Background: an optimization exercise with open tools, aiming at small area, a short achievable clock period and few clock cycles. Do not read the settings as production practice. No functional check of the RTL was part of any run shown here. Power and IR drop assume default switching activity.

## flow/design.v (module list and top-level ports; edited modules follow where they fit)
// module MyDesign: 1515 lines
// module fa: 4 lines
module MyDesign (
    input  wire        dut_run,
    output reg         dut_busy,
    input  wire        reset_b,
    input  wire        clk,
    output wire        input_sram_write_enable,
    output wire [11:0] input_sram_write_addresss,
    output wire [15:0] input_sram_write_data,
    output wire [11:0] input_sram_read_address,
    input  wire [15:0] input_sram_read_data,
    output reg         output_sram_write_enable,
    output wire [11:0] output_sram_write_addresss,
    output wire [15:0] output_sram_write_data,
    output wire [11:0] output_sram_read_address,
    input  wire [15:0] output_sram_read_data,
    output wire        scratchpad_sram_write_enable,
    output wire [11:0] scratchpad_sram_write_addresss,
    output wire [15:0] scratchpad_sram_write_data,
    output wire [11:0] scratchpad_sram_read_address,
    input  wire [15:0] scratchpad_sram_read_data,
    output wire        weights_sram_write_enable,
    output wire [11:0] weights_sram_write_addresss,
    output wire [15:0] weights_sram_write_data,
    output wire [11:0] weights_sram_read_address,
    input  wire [15:0] weights_sram_read_data
);
  // ...
==> flow/flow/run.sh <==
#!/bin/bash
# Layout: the standard ORFS flow (standard.sh, unchanged synthesis),
# with repair_timing asked to keep a setup margin of 7.3 ns on the design's
# 11 ns clock, and the port buffers made as buf_2 cells.
# Each ORFS step writes its full log under orfs/logs; make's output goes to
# standard.log.
set -o pipefail
bash standard.sh SETUP_SLACK_MARGIN=7.3 "BUFFER_PORTS_ARGS=-buffer_cell sky130_fd_sc_hd__buf_2" finish > standard.log 2>&1
==> flow/standard.sh <==
#!/bin/bash
# synth_recipe.tcl (not shown) runs the flow's synth.tcl, then flattens the netlist and writes it again
# the make line also repeats each setting of config.mk as NAME=value (left out here)
make -C /OpenROAD-flow-scripts/flow DESIGN_CONFIG=/design/flow/config.mk WORK_HOME=/design/flow/orfs CLKGATE_MAP_FILE= SYNTH_SCRIPT=/design/flow/synth_recipe.tcl "${@:-finish}"
==> flow/config.mk <==
export PLATFORM = sky130hd
export DESIGN_NAME = MyDesign
export DESIGN_NICKNAME = MyDesign
export VERILOG_FILES = /design/flow/design.v
export SDC_FILE = /design/flow/constraint.sdc
export NUM_CORES = 4
export LEC_CHECK = 0
export ABC_AREA = 1
export CAP_MARGIN = 20
export CORE_MARGIN = 2
export CORE_UTILIZATION = 40
export SLEW_MARGIN = 65
export SYNTH_HIERARCHICAL = 1
export SYNTH_MINIMUM_KEEP_SIZE = 0
==> flow/constraint.sdc <==
create_clock -name core_clock -period 11.0 [get_ports {clk}]
set_input_delay 2.2000 -clock core_clock [delete_from_list [all_inputs] [get_ports {clk}]]
set_output_delay 2.2000 -clock core_clock [all_outputs]
set_load 0.01 [all_outputs]
==> summary.md, run 1 <==
| Metric | Value |
|---|---|
| Status | complete, no violations |
| Seq power | 2.28 mW |
| Final Cell Area | 31800 um2 |
| Syn Inst Count | 2670 |
| Maximum VDD drop | 148 uV |
| Clock-pin transition on the worst setup and hold timing paths | 60 ps |
| Net Sw Power | 3.24 mW |
| Critical Path Start Type | flop |
| Hold WS | 345 ps |
| DP Wirelength | 74.4 mm |
| Post-synth top area share | 0.240 |
| Worst EP required | 11450 ps |
| M2 GR Usage | 0.406 |
| Most frequent cell after synthesis | xor2_1 |
| WP depth | 9 |
| Inverters | 268 |
| Post-layout util | 0.465 |
| Seq/total area | 0.311 |
| DRC | 0 |
| Wire per inst | 23.9 um |
| Placer Congestion | 1.01 |
| Initial core utilization | 0.403 |
| M3 GR Usage | 0.0575 |
| Post-synthesis sequential area ratio | 0.358 |
| Area grow syn2layout | 15.5% |
| Post-DR vias/cell | 5.31 |
| Sequential share of power | 0.283 |
| Commonest non-fill, non-tap cells in the layout | xor2_1 (330), fa_1 (326), dfxtp_1 (319), nand2_1 (303), o22ai_1 (252) |
| First-pass GRT wire length | 131 mm |
| R2R Setup Slk | 7320 ps |
| Initial antenna violation count | 2 |
| FF+latch count, synth | 439 |
| Number of max-cap violations | 0 |
| Routed WL | 89.9 mm |
| GR met1 Demand/Resource | 0.331 |
==> inputs of run 2 (changes only) <==
--- a/flow/design.v
+++ b/flow/design.v
@@ -32,56 +32,46 @@
   assign scratchpad_sram_write_addresss = 12'b0;
   assign scratchpad_sram_write_data = 16'b0;
   assign scratchpad_sram_read_address = 12'b0;
   assign weights_sram_write_enable = 1'b0;
   assign weights_sram_write_addresss = 12'b0;
   assign weights_sram_write_data = 16'b0;
   reg busy;
   wire start = ~busy & dut_run;
+  wire runi = dut_run;
   reg       rd;
   reg [2:0] st;
   reg [4:0] q;
   reg [6:0] raddr;
   reg [2:0] waddr_w;
   wire       q_end  = (q == 5'd31);
   wire       rd_c   = rd & ~(q_end & (st == 3'd6));
   wire [4:0] q_c    = q_end ? 5'd1 : (q == 5'd1 && st != 3'd0) ? 5'd3 : q + 5'd1;
   wire [2:0] st_c   = q_end ? st + 3'd1 : st;
   wire [3:0] row_c  = st_c[0] ? ~q_c[4:1] : q_c[4:1];
   wire [2:0] col_c  = st_c + {2'b0, q_c[0]};
   always @(posedge clk) begin
-    if (~reset_b) begin
-      rd <= 1'b0;
-      st <= 3'd0;
-      q <= 5'd0;
-      raddr <= 7'd0;
-      waddr_w <= 3'd0;
-    end else if (start) begin
-      rd <= 1'b1;
+    if (~reset_b) rd <= 1'b0;
+    else rd <= start | rd_c;
+    if (start) begin
       st <= 3'd0;
       q <= 5'd1;
-      raddr <= 7'd1;
-      waddr_w <= 3'd1;
-    end else begin
-      rd <= rd_c;
-      if (rd) begin
-        st <= st_c;
-        q <= q_c;
-      end
-      raddr <= rd_c ? {row_c, col_c} : 7'd0;
-      waddr_w <= (rd && st == 3'd0 && q_c <= 5'd4) ? q_c[2:0] : 3'd0;
+    end else if (rd) begin
+      st <= st_c;
+      q <= q_c;
     end
+    raddr <= start ? 7'd1 : rd_c ? {row_c, col_c} : 7'd0;
+    waddr_w <= start ? 3'd1 : (rd && st == 3'd0 && q_c <= 5'd4) ? q_c[2:0] : 3'd0;
   end
   assign input_sram_read_address = {5'b0, raddr};
   assign weights_sram_read_address = {9'b0, waddr_w};
   reg sw;
   always @(posedge clk)
-    if (~reset_b) sw <= 1'b0;
-    else sw <= rd & (q == 5'd3) & (st != 3'd0);
+    sw <= rd & (q == 5'd3) & (st != 3'd0);
   function [11:0] booth;
     input [7:0] w;
     integer j;
     reg b2, b1, b0;
     begin
       for (j = 0; j < 4; j = j + 1) begin
         b2 = w[2*j+1]; b1 = w[2*j]; b0 = (j == 0) ? 1'b0 : w[2*j-1];
         booth[3*j]   = b1 ^ b0;
@@ -99,38 +89,47 @@
     if (ld && q == 5'd4) kd[95:72] <= {booth(weights_sram_read_data[7:0]), booth(weights_sram_read_data[15:8])};
     if (ld && q == 5'd5) kd[107:96] <= booth(weights_sram_read_data[15:8]);
     if (sw) begin
       kd[35:0] <= kd[107:72];
       kd[107:72] <= kd[35:0];
     end
   end
   reg [15:0] x0, x1, x2, x3, x4, x5;
-  reg [7:0]  x6;
-  reg [8:0] ph;    
+  reg [2:0] ph;    
   always @(posedge clk) begin
     x0 <= input_sram_read_data;
     if (sw) begin
       x1 <= x3; x2 <= x0; x3 <= x1;
     end else begin
       x1 <= x0; x2 <= x1; x3 <= x2;
     end
     x4 <= x3; x5 <= x4;
-    x6 <= x5[7:0];
-    ph <= {9{start}} | ~ph;
+    ph <= {3{start}} | ~ph;
+  end
+  reg [7:0] px0;
+  reg [7:0] px1;
+  reg [7:0] px2;
+  reg [7:0] px3;
+  reg [7:0] px4;
+  reg [7:0] px5;
+  reg [7:0] px6;
+  reg [7:0] px7;
+  reg [7:0] px8;
+  always @(posedge clk) begin
+    px0 <= ph[0] ? x5[7:0] : x4[15:8];
+    px1 <= ph[1] ? x4[15:8] : x4[7:0];
+    px2 <= ph[2] ? x4[7:0] : x3[15:8];
+    px3 <= ph[0] ? x3[7:0] : x2[15:8];
+    px4 <= ph[1] ? x2[15:8] : x2[7:0];
+    px5 <= ph[2] ? x2[7:0] : x1[15:8];
+    px6 <= ph[0] ? x1[7:0] : x0[15:8];
+    px7 <= ph[1] ? x0[15:8] : x0[7:0];
+    px8 <= ph[2] ? x0[7:0] : input_sram_read_data[15:8];
   end
-  wire [7:0] px0 = ph[0] ? x5[15:8] : x6[7:0];
-  wire [7:0] px1 = ph[1] ? x5[7:0] : x5[15:8];
-  wire [7:0] px2 = ph[2] ? x4[15:8] : x5[7:0];
-  wire [7:0] px3 = ph[3] ? x3[15:8] : x4[7:0];
-  wire [7:0] px4 = ph[4] ? x3[7:0] : x3[15:8];
-  wire [7:0] px5 = ph[5] ? x2[15:8] : x3[7:0];
-  wire [7:0] px6 = ph[6] ? x1[15:8] : x2[7:0];
-  wire [7:0] px7 = ph[7] ? x1[7:0] : x1[15:8];
-  wire [7:0] px8 = ph[8] ? x0[15:8] : x1[7:0];
   wire [11:0] kd0 = kd[11:0];
   wire [11:0] kd1 = kd[23:12];
   wire [11:0] kd2 = kd[35:24];
   wire [11:0] kd3 = kd[47:36];
   wire [11:0] kd4 = kd[59:48];
   wire [11:0] kd5 = kd[71:60];
   wire [11:0] kd6 = kd[83:72];
   wire [11:0] kd7 = kd[95:84];
@@ -1481,38 +1480,34 @@
   reg [6:0] waddr_o;
   reg       last;
   always @(posedge clk) begin
     if (~reset_b) begin
       busy <= 1'b0;
       dut_busy <= 1'b0;
       vf <= 0;
       output_sram_write_enable <= 1'b0;
-      last <= 1'b0;
-      oa <= 7'd0;
-      odn <= 1'b0;
-      waddr_o <= 7'd0;
     end else begin
       vf <= {vf[3:0], rd & q[0] & (q[4:2] != 3'd0)};
       output_sram_write_enable <= vf[4];
-      last <= vf[4] & (oa == 7'd97);
-      busy <= (~busy & dut_run) | (busy & ~last);
-      dut_busy <= (~dut_busy & dut_run) | (dut_busy & ~last);
-      if (start) begin
-        oa <= 7'd0;
-        odn <= 1'b0;
-      end else if (vf[4]) begin
-        waddr_o <= oa;
-        if (~odn) begin
-          if (oa >= 7'd91) begin oa <= oa + 7'd1; odn <= 1'b1; end
-          else oa <= oa + 7'd7;
-        end else begin
-          if (oa <= 7'd6) begin oa <= oa + 7'd1; odn <= 1'b0; end
-          else oa <= oa - 7'd7;
-        end
+      busy <= (~busy & runi) | (busy & ~last);
+      dut_busy <= (~dut_busy & runi) | (dut_busy & ~last);
+    end
+    last <= vf[4] & (oa == 7'd97);
+    if (start) begin
+      oa <= 7'd0;
+      odn <= 1'b0;
+    end else if (vf[4]) begin
+      waddr_o <= oa;
+      if (~odn) begin
+        if (oa >= 7'd91) begin oa <= oa + 7'd1; odn <= 1'b1; end
+        else oa <= oa + 7'd7;
+      end else begin
+        if (oa <= 7'd6) begin oa <= oa + 7'd1; odn <= 1'b0; end
+        else oa <= oa - 7'd7;
       end
     end
   end
   assign output_sram_write_addresss = {5'b0, waddr_o};
 endmodule
 module fa (input wire a, input wire b, input wire c, output wire s, output wire co);
   assign s = a ^ b ^ c;
   assign co = (a & b) | (a & c) | (b & c);
==> flow/flow/run.sh (replaced) <==
#!/bin/bash
# Layout: the standard ORFS flow (standard.sh, unchanged synthesis),
# with repair_timing asked to keep a setup margin of 7.6 ns on the design's
# 11 ns clock, and the port buffers made as buf_2 cells.
# Each ORFS step writes its full log under orfs/logs; make's output goes to
# standard.log.
set -o pipefail
bash standard.sh SETUP_SLACK_MARGIN=7.6 "BUFFER_PORTS_ARGS=-buffer_cell sky130_fd_sc_hd__buf_2" finish > standard.log 2>&1
==> flow/config.mk (replaced) <==
export PLATFORM = sky130hd
export DESIGN_NAME = MyDesign
export DESIGN_NICKNAME = MyDesign
export VERILOG_FILES = /design/flow/design.v
export SDC_FILE = /design/flow/constraint.sdc
export NUM_CORES = 4
export LEC_CHECK = 0
export ABC_AREA = 1
export CAP_MARGIN = 20
export CORE_MARGIN = 2
export CORE_UTILIZATION = 55
export CTS_BUF_LIST = sky130_fd_sc_hd__clkbuf_8 sky130_fd_sc_hd__clkbuf_16
export CTS_CLUSTER_DIAMETER = 80
export CTS_CLUSTER_SIZE = 30
export SLEW_MARGIN = 20
export SYNTH_HIERARCHICAL = 1
export SYNTH_MINIMUM_KEEP_SIZE = 0
==> run 2 against run 1 <==
  * Highest routed layer unchanged
  * Routed wire length rose by 1.1%
  * Die area down 24%
  * Power up 13%
==> summary.md, run 2 <==
| Metric | Value |
|---|---|
| Final Max Slew Viols | 0 (unchanged) |
| Nets@finish | 3357 (was 3283) |
| Dpl ws | 6790 ps (was 7040 ps) |
| IO Port Bufs | 67 (unchanged) |
| Reg with most FFs | kd (unchanged) |
| Main flop type after synthesis | dfxtp_1 (unchanged) |
| Post-DRT Antenna Nets | 0 (unchanged) |
| Net Sw Power | 4.09 mW (was 3.24 mW) |
| Clk sinks | 489 (was 439) |
| Syn Std Cell Area | 28800 um2 (was 27600 um2) |
| Status | complete, no violations (unchanged) |
| Commonest non-fill, non-tap cells in the layout | dfxtp_1 (352), inv_1 (332), fa_1 (322), nand2_1 (316), xor2_1 (311) (was xor2_1 (330), fa_1 (326), dfxtp_1 (319), nand2_1 (303), o22ai_1 (252)) |
| First-pass iteration count of the detailed router | 5 (unchanged) |
| Synth area leaders | dfxtp_1 (26%), fa_1 (23%), edfxtp_1 (12%) (was dfxtp_1 (24%), fa_1 (24%), edfxtp_1 (12%)) |
| Ys Warns | 7 (unchanged) |
| Final setup skew | 44.5 ps (was 54.6 ps) |
| Wire per inst | 25.1 um (was 23.9 um) |
| # setup viols final | 0 (unchanged) |
| Part of the cycle the worst path needs | 0.313 (was 0.335) |
| First-pass GRT wire length | 131 mm (about the same) |
| Commonest non-fill, non-tap cell in the layout | dfxtp_1 (was xor2_1) |
| Critical Path Start Type | flop (unchanged) |
| Initial core utilization | 0.560 (was 0.403) |
| Worst min path class | reg2reg (unchanged) |
| Post-DP Area | 29300 um2 (was 29600 um2) |
| Capturing element type of the critical path | flop (unchanged) |
| Largest area contributor in the netlist | dfxtp_1 (unchanged) |
| Routed WL | 90.8 mm (was 89.9 mm) |
| Combinational Power Share | 0.569 (was 0.502) |
| Internal power | 5.07 mW (was 4.83 mW) |
| Die area | 54200 um2 (was 71000 um2) |
| Maximum VDD drop | 151 uV (was 148 uV) |
| Post-synthesis sequential area ratio | 0.380 (was 0.358) |
| Average size of a mapped cell | 10.2 um2 (was 10.3 um2) |
| Post-synth top area share | 0.260 (was 0.240) |
| Site row count | 83 (was 96) |
| Die width | 233 um (was 267 um) |
| Hold WS | 352 ps (was 345 ps) |
| Leakage power | 13.7 nW (was 13.5 nW) |
| Clk pwr share | 0.141 (was 0.215) |
| Worst Max-Slew Pin Slew | 1060 ps (was 574 ps) |
| Via count | 20300 (was 20000) |
| Hold Vio Cnt, Final | 0 (unchanged) |
| Antenna cells | 0 (unchanged) |
| Deepest clock path buffer count | 3 (unchanged) |
| DP Wirelength | 74.9 mm (was 74.4 mm) |
| Yosys cell types | 35 (was 43) |
| Worst-skew pair later-pin latency | 650 ps (was 610 ps) |
| Area grow syn2layout | 7.96% (was 15.5%) |
| DR iter-0 viols | 1991 (was 1580) |
| CTS tree | yes (unchanged) |
| Post-DR vias/cell | 5.60 (was 5.31) |
| Cell count of the worst reg-to-reg path | 8 (was 9) |
| Num ports | 232 (unchanged) |
| Die Ht | 233 um (was 267 um) |
| EDFF count, synth | 115 (was 108) |
| Post-placement cell count | 3495 (was 3636) |
| Fill cells | 4365 (was 6380) |
| Synth cell count leaders | inv_1 (375), dfxtp_1 (374), fa_1 (326) (was xor2_1 (334), dfxtp_1 (331), fa_1 (326)) |
| Number of flip-flops in the largest register | 108 (unchanged) |
| Hold Path Depth | 0 (unchanged) |
| Core ar. | 51500 um2 (was 68500 um2) |
| CP arrival | 3920 ps (was 4130 ps) |
| Vias in the first global route | 19800 (was 20200) |
| CTS H-tree lvls | 1 (was 2) |
| Syn Inst Count | 2816 (was 2670) |
| Clk root buf | clkbuf_16 (unchanged) |
| Clock-pin transition on the worst setup and hold timing paths | 110 ps (was 60 ps) |
| Tot GR Track Use | 0.337 (was 0.252) |
| Initial antenna violation count | 7 (was 2) |
| Fin Setup TNS | 0 ps (unchanged) |
| Final WS setup | 7560 ps (was 7320 ps) |
| Async SR Flop Fraction | 0 (unchanged) |
| Post-Layout Cell Count | 3615 (was 3764) |
| RSZ-0062 raised after global routing | true (was false) |
| Switching share of power | 0.447 (was 0.402) |
| Power Density | 294 nW/um2 (was 254 nW/um2) |
| WS Path Type | reg2reg (unchanged) |
| Maximum fanout along the worst path | 5 (was 8) |
| Slew headroom | 0.296 (was 0.616) |
| CTS Buf Count | 29 (was 50) |
| Placer Congestion | 1.09 (was 1.01) |
| Number of max-cap violations | 0 (unchanged) |
| FF+latch count, synth | 489 (was 439) |
| Sequential share of power | 0.290 (was 0.283) |
| Final Cell Area | 31100 um2 (was 31800 um2) |
| DRC | 0 (unchanged) |
| Fmax | 291 MHz (was 272 MHz) |
| Grt ovf | 0 (unchanged) |
| Minimum clock period | 3440 ps (was 3680 ps) |
| Largest net degree at the start of global routing | 110 (was 86) |
| Share of cells above drive strength 1 | 0.0998 (was 0.137) |
| Most frequent cell after synthesis | inv_1 (was xor2_1) |
| Worst EP required | 11480 ps (was 11450 ps) |
## run 2: cell types whose count changed after synthesis, moves of 21 or more
| cell | previous run | this run |
|---|---|---|
| dfxtp_1 | 331 | 374 |
| buf_1 | 32 | 1 |
| o21ai_1 | 41 | 2 |
| clkinv_1 | 61 | 1 |
| mux2i_1 | 32 | 0 |
| o21ai_0 | 132 | 227 |
| a21oi_1 | 83 | 58 |
| xor2_1 | 334 | 313 |
| clkbuf_1 | 38 | 76 |
| xnor2_1 | 6 | 30 |
| inv_1 | 200 | 375 |
## run 2: repair_timing
| action | in CTS | in global routing |
|---|---|---|
| gates resized for setup | 32 | 48 |
| setup endpoints to repair | 46 | 20 |
| pin swaps | 0 | 6 |
| hold buffers | 0 | 0 |
| buffers inserted | 31 | 38 |
## run 2: routing by layer
layer	global-route usage	vias to the layer above	share of wire
li1	-	9043	-
met1	0.460	9989	0.40
met2	0.535	1007	0.46
met3	0.0466	214	0.083
met4	0.155	2	0.056
met5	0	-	0.00014
## run 2: power groups by stage
stage / registers [mW] / clock network (mW) / logic, mW
after global routing: 2.69 / 1.37 / 5.80
after floorplan: 2.59 / 0 / 3.20
final: 2.65 / 1.29 / 5.22
after CTS: 2.65 / 1.31 / 5.21
after detailed placement: 2.70 / 0 / 5.16
after global placement: 2.68 / 0 / 5.06
## run 2: cell families after synthesis
family / count (synthesis) / synth area share
muxes: 8 / 0.00313
adders and majority gates: 375 / 0.248
buffers and inverters: 587 / 0.0937
and+or+nand+nor: 466 / 0.0647
xor gates and xnor gates: 343 / 0.104
AOI/OAI and AO/OA: 547 / 0.107
other: 1 / 0.000130
DFF: 489 / 0.380
## run 2: area by class of cell
type | count | area (um2) | area share
clock buffers | 29 | 726 | 0.0233
clock inverters | 22 | 383 | 0.0123
inverters | 376 | 1450 | 0.0467
multi-input cells | 1871 | 15700 | 0.506
flip-flops and latches | 489 | 11000 | 0.353
well taps | 680 | 851 | 0.0273
repair buffers | 148 | 981 | 0.0315
## run 2: modules after synthesis (local to each module, per instance)
module    times used  flops+latches  cells inside
MyDesign           1            489          2491
fa               325              0             1
## run 2: worst paths after layout
| check | startpoint | to | slack, ps |
|---|---|---|---|
| max | px1[7]$_DFF_P_ | r578$_DFF_P_ | 7560 |
| min | x4[5]$_DFF_P_ | x5[5]$_DFF_P_ | 350 |
| max reg2reg | px1[7]$_DFF_P_ | r578$_DFF_P_ | 7560 |
| min reg2reg | x4[5]$_DFF_P_ | x5[5]$_DFF_P_ | 350 |
## run 2: worst max-delay path, stage by stage, from the launching register on
cell     delay, ps
dfxtp_4        450
inv_1          150
o22ai_1        170
xor2_1         290
fa_1           540
fa_1           530
fa_1           610
inv_1           90
fa_1           460
## run 2: through the flow
step | util | total power, mW
after global routing | 0.604 | 9.86
after floorplan | - | 5.79
after global placement | 0.569 | 7.74
after detailed placement | 0.569 | 7.85
after CTS | 0.597 | 9.17
final | 0.604 | 9.16
==> inputs of run 3 (changes only) <==
==> flow/flow/run.sh (replaced) <==
#!/bin/bash
# Layout: the standard ORFS flow (standard.sh, unchanged synthesis),
# with repair_timing asked to keep a setup margin of 7.75 ns on the design's
# 11 ns clock, and the port buffers made as buf_2 cells.
# Each ORFS step writes its full log under orfs/logs; make's output goes to
# standard.log.
set -o pipefail
bash standard.sh SETUP_SLACK_MARGIN=7.75 "BUFFER_PORTS_ARGS=-buffer_cell sky130_fd_sc_hd__buf_2" finish > standard.log 2>&1
==> run 3 against run 2 <==
  * Still clean
  * Worst hold slack worse by 16 ps
  * Clock power barely moved
  * Die area stayed put
  * Area after synthesis unchanged
  * Worst setup slack got worse by 39 ps
  * Flip-flop and latch count unchanged
  * Register-to-register slack worse by 40 ps
  * Power up 1.1%
  * Sequential power about the same
  * Global-route usage is 0.48 points higher
  * Critical endpoint is now r570$_DFF_P_
  * Highest routed layer unchanged
==> summary.md, run 3 <==
| Metric | Value |
|---|---|
| Final Cell Area | 31600 um2 (was 31100 um2) |
| Grt ovf | 0 (unchanged) |
| Post-Layout Cell Count | 3627 (was 3615) |
| Internal power | 5.15 mW (was 5.07 mW) |
| Average size of a mapped cell | 10.2 um2 (unchanged) |
| Yosys cell types | 35 (unchanged) |
| Net Sw Power | 4.11 mW (was 4.09 mW) |
| Critical Path Start Type | flop (unchanged) |
| First-pass GRT wire length | 133 mm (was 131 mm) |
| Final Max Slew Viols | 0 (unchanged) |
| CTS Hold Bufs | 0 (unchanged) |
| WS Path Type | reg2reg (unchanged) |
| Status | complete, no violations (unchanged) |
| Post-synth top area share | 0.260 (unchanged) |
| Hold path start | wd_lo[3]$_SDFF_PN0_ (was x4[5]$_DFF_P_) |
| IO Port Bufs | 67 (unchanged) |
| Worst Max-Slew Pin Slew | 983 ps (was 1060 ps) |
| Leakage power | 13.8 nW (was 13.7 nW) |
| Commonest non-fill, non-tap cell in the layout | dfxtp_1 (unchanged) |
| FF+latch count, synth | 489 (unchanged) |
| Synth cell count leaders | inv_1 (375), dfxtp_1 (374), fa_1 (326) (unchanged) |
| Power Density | 293 nW/um2 (was 294 nW/um2) |
| DP Wirelength | 75.1 mm (was 74.9 mm) |
| Post-DRT Antenna Nets | 0 (unchanged) |
| Worst EP required | 11500 ps (was 11480 ps) |
| Area grow syn2layout | 9.68% (was 7.96%) |
| Total power | 9.26 mW (was 9.16 mW) |
| R2r startpoint | kd[15]$_DFFE_PP_ (was px1[7]$_DFF_P_) |
| Syn Std Cell Area | 28800 um2 (unchanged) |
| EDFF count, synth | 115 (unchanged) |
| Synth area leaders | dfxtp_1 (26%), fa_1 (23%), edfxtp_1 (12%) (unchanged) |
| Fin Setup TNS | 0 ps (unchanged) |
| Tot GR Track Use | 0.342 (was 0.337) |
| RSZ-0062 raised after global routing | true (unchanged) |
| CTS Buf Count | 28 (was 29) |
| R2R Setup Slk | 7520 ps (was 7560 ps) |
| Initial antenna violation count | 4 (was 7) |
| Largest area contributor in the netlist | dfxtp_1 (unchanged) |
| Worst-skew pair later-pin latency | 630 ps (was 650 ps) |
| Async SR Flop Fraction | 0 (unchanged) |
| Syn Inst Count | 2816 (unchanged) |
| Post-DP Area | 29300 um2 (about the same) |
| Clk pwr share | 0.138 (was 0.141) |
| CTS H-tree lvls | 1 (unchanged) |
| Commonest non-fill, non-tap cells in the layout | dfxtp_1 (337), nand2_1 (316), inv_1 (307), xor2_1 (303), fa_1 (297) (was dfxtp_1 (352), inv_1 (332), fa_1 (322), nand2_1 (316), xor2_1 (311)) |
| Switching share of power | 0.444 (was 0.447) |
| Sequential share of power | 0.287 (was 0.290) |
| Capturing element type of the critical path | flop (unchanged) |
| Dpl ws | 7110 ps (was 6790 ps) |
| Final WS setup | 7520 ps (was 7560 ps) |
| Worst hold endpoint | wd_hi[3]$_DFF_P_ (was x5[5]$_DFF_P_) |
| Ys Warns | 7 (unchanged) |
| Reg with most FFs | kd (unchanged) |
| Part of the cycle the worst path needs | 0.316 (was 0.313) |
| Worst min path class | reg2reg (unchanged) |
| Combinational Power Share | 0.575 (was 0.569) |
| Site row count | 83 (unchanged) |
| Deepest clock path buffer count | 3 (unchanged) |
| Initial core utilization | 0.560 (unchanged) |
| Die width | 233 um (unchanged) |
| Largest net degree at the start of global routing | 99 (was 110) |
| Hold Path Depth | 0 (unchanged) |
| Wire per inst | 25.4 um (was 25.1 um) |
| First-pass iteration count of the detailed router | 6 (was 5) |
| Num ports | 232 (unchanged) |
| Core ar. | 51500 um2 (unchanged) |
| # setup viols final | 0 (unchanged) |
| DRC | 0 (unchanged) |
| CP arrival | 3980 ps (was 3920 ps) |
| Maximum VDD drop | 210 uV (was 151 uV) |
| Clock-pin transition on the worst setup and hold timing paths | 120 ps (was 110 ps) |
| Placer Congestion | 1.07 (was 1.09) |
| Final setup skew | 44.8 ps (was 44.5 ps) |
| Via count | 20500 (was 20300) |
| Post-DR vias/cell | 5.65 (was 5.60) |
| Hold Vio Cnt, Final | 0 (unchanged) |
| Minimum clock period | 3480 ps (was 3440 ps) |
| Most frequent cell after synthesis | inv_1 (unchanged) |
| Main flop type after synthesis | dfxtp_1 (unchanged) |
| Die area | 54200 um2 (unchanged) |
| R2r endpoint | r570$_DFF_P_ (was r578$_DFF_P_) |
| Number of max-cap violations | 0 (unchanged) |
| Vias in the first global route | 20200 (was 19800) |
| Routed WL | 92.2 mm (was 90.8 mm) |
| Post-placement cell count | 3493 (was 3495) |
| Clk sinks | 489 (unchanged) |
| Cell count of the worst reg-to-reg path | 8 (unchanged) |
| Maximum fanout along the worst path | 7 (was 5) |
| DR iter-0 viols | 2210 (was 1991) |
| Clk root buf | clkbuf_16 (unchanged) |
| Share of cells above drive strength 1 | 0.133 (was 0.0998) |
| Fmax | 288 MHz (was 291 MHz) |
| Number of flip-flops in the largest register | 108 (unchanged) |
| CTS tree | yes (unchanged) |
| Post-synthesis sequential area ratio | 0.380 (unchanged) |
| Die Ht | 233 um (unchanged) |
| Nets@finish | 3368 (was 3357) |
| Slew headroom | 0.344 (was 0.296) |
==> run 3: worst max path at each step <==
stage | slack (ps) | startpoint | to
global placement | 7090 | dut_run | raddr[2]$_SDFF_PP0_
global route | 7500 | kd[13]$_DFFE_PP_ | r554$_DFF_P_
floorplan | 7840 | st[0]$_SDFFE_PP0P_ | kd[72]$_DFFE_PP_
finish | 7520 | kd[15]$_DFFE_PP_ | r570$_DFF_P_
CTS | 7580 | waddr_o[3]$_DFFE_PP_ | output_sram_write_addresss[3]
detailed placement | 7110 | dut_run | raddr[2]$_SDFF_PP0_
==> run 3: final cells by class <==
cell class	count	area, um2
Antenna cell	1	2.50
Clock buffer	31	764
Clock inverter	19	328
Fill cell	4315	19900
Inverter	376	1470
Multi-Input combinational cell	1871	16000
Sequential cell	489	11000
Tap cell	680	851
Timing Repair Buffer	160	1230
==> run 3: power by group through the flow <==
stage | logic [mW] | registers, mW | clock network [mW]
global route | 5.91 | 2.69 | 1.36
detailed placement | 5.15 | 2.69 | 0
CTS | 5.28 | 2.66 | 1.30
finish | 5.33 | 2.66 | 1.28
floorplan | 3.20 | 2.59 | 0
global placement | 5.01 | 2.68 | 0
==> run 3: layer usage <==
metal  GRT usage  up-vias  routed length (um)
met2       0.560     1053               43100
met4       0.147        4                4970
met1       0.452    10200               35700
met3      0.0526      232                8360
met5           0        -                  27
li1            -     9036                   -
==> run 3: critical path, stage by stage (launching register included) <==
cell and delay (ps):
edfxtp_1 430, clkinvlp_4 250, buf_6 190, o22ai_2 150, xor2_2 200, fa_2 530
fa_1 520, fa_2 610, fa_2 440
==> run 3: modules after synthesis (local to each module, per instance) <==
module | cell area (um2) | flip-flops and latches | cells | times used
fa | 20.0 | 0 | 1 | 325
MyDesign | 22300 | 489 | 2491 | 1
==> run 3: cells by family (layout without fill, tap and decap cells) <==
family | Yosys count | after routing | share of synthesized area
other | 1 | 133 | 0.000130
adders and majority gates | 375 | 375 | 0.248
buffers and inverters | 587 | 586 | 0.0937
AOI/OAI and AO/OA | 547 | 547 | 0.107
xor gates and xnor gates | 343 | 343 | 0.104
and+or+nand+nor | 466 | 466 | 0.0647
DFF | 489 | 489 | 0.380
muxes | 8 | 8 | 0.00313
==> run 3: through the flow <==
step                utilization  hold slack (ps)
floorplan                     -              331
global placement          0.569              333
detailed placement        0.569              333
CTS                       0.607              344
global route              0.614              337
finish                    0.614              336
==> run 3: what timing repair did <==
item	in CTS	in global routing
setup buffers	63	20
gates resized for setup	155	37
pin swaps	21	19
endpoints found under the setup margin	84	68

-- re-timing with driven ports --
No port has a modelled driver above. Below, the same layouts with a new extraction and two added sets of constraints. Step 1: set_driving_cell puts a clkbuf_16 on clk and a buf_2 on each other input, an assumption about the parent block. Step 2 also shifts input and output timing later by t, the mid clock arrival at the registers, as if the neighbouring blocks saw the same clock. Slacks: no drivers / after step 1 / after step 2; pairs: no drivers / after step 1.
| run | t, ns | setup WS [ns] | hold slack, ns | worst slew at a driven data input, ns |
|---|---|---|---|---|
| run 1 | 0.653 | 7.317 / 7.317 / 7.317 | 0.345 / 0.345 / 0.345 | 0.04 |
| run 2 | 0.684 | 7.562 / 7.560 / 7.129 | 0.352 / 0.352 / 0.352 | 0.06 |
| run 3 | 0.667 | 7.523 / 7.523 / 7.288 | 0.336 / 0.336 / 0.336 | 0.05 |
After both steps setup and hold are still met in every run listed. For run 2, which loses most, drivers alone change the setup slack by -0.002 ns; drivers and shift together by -0.433 ns.
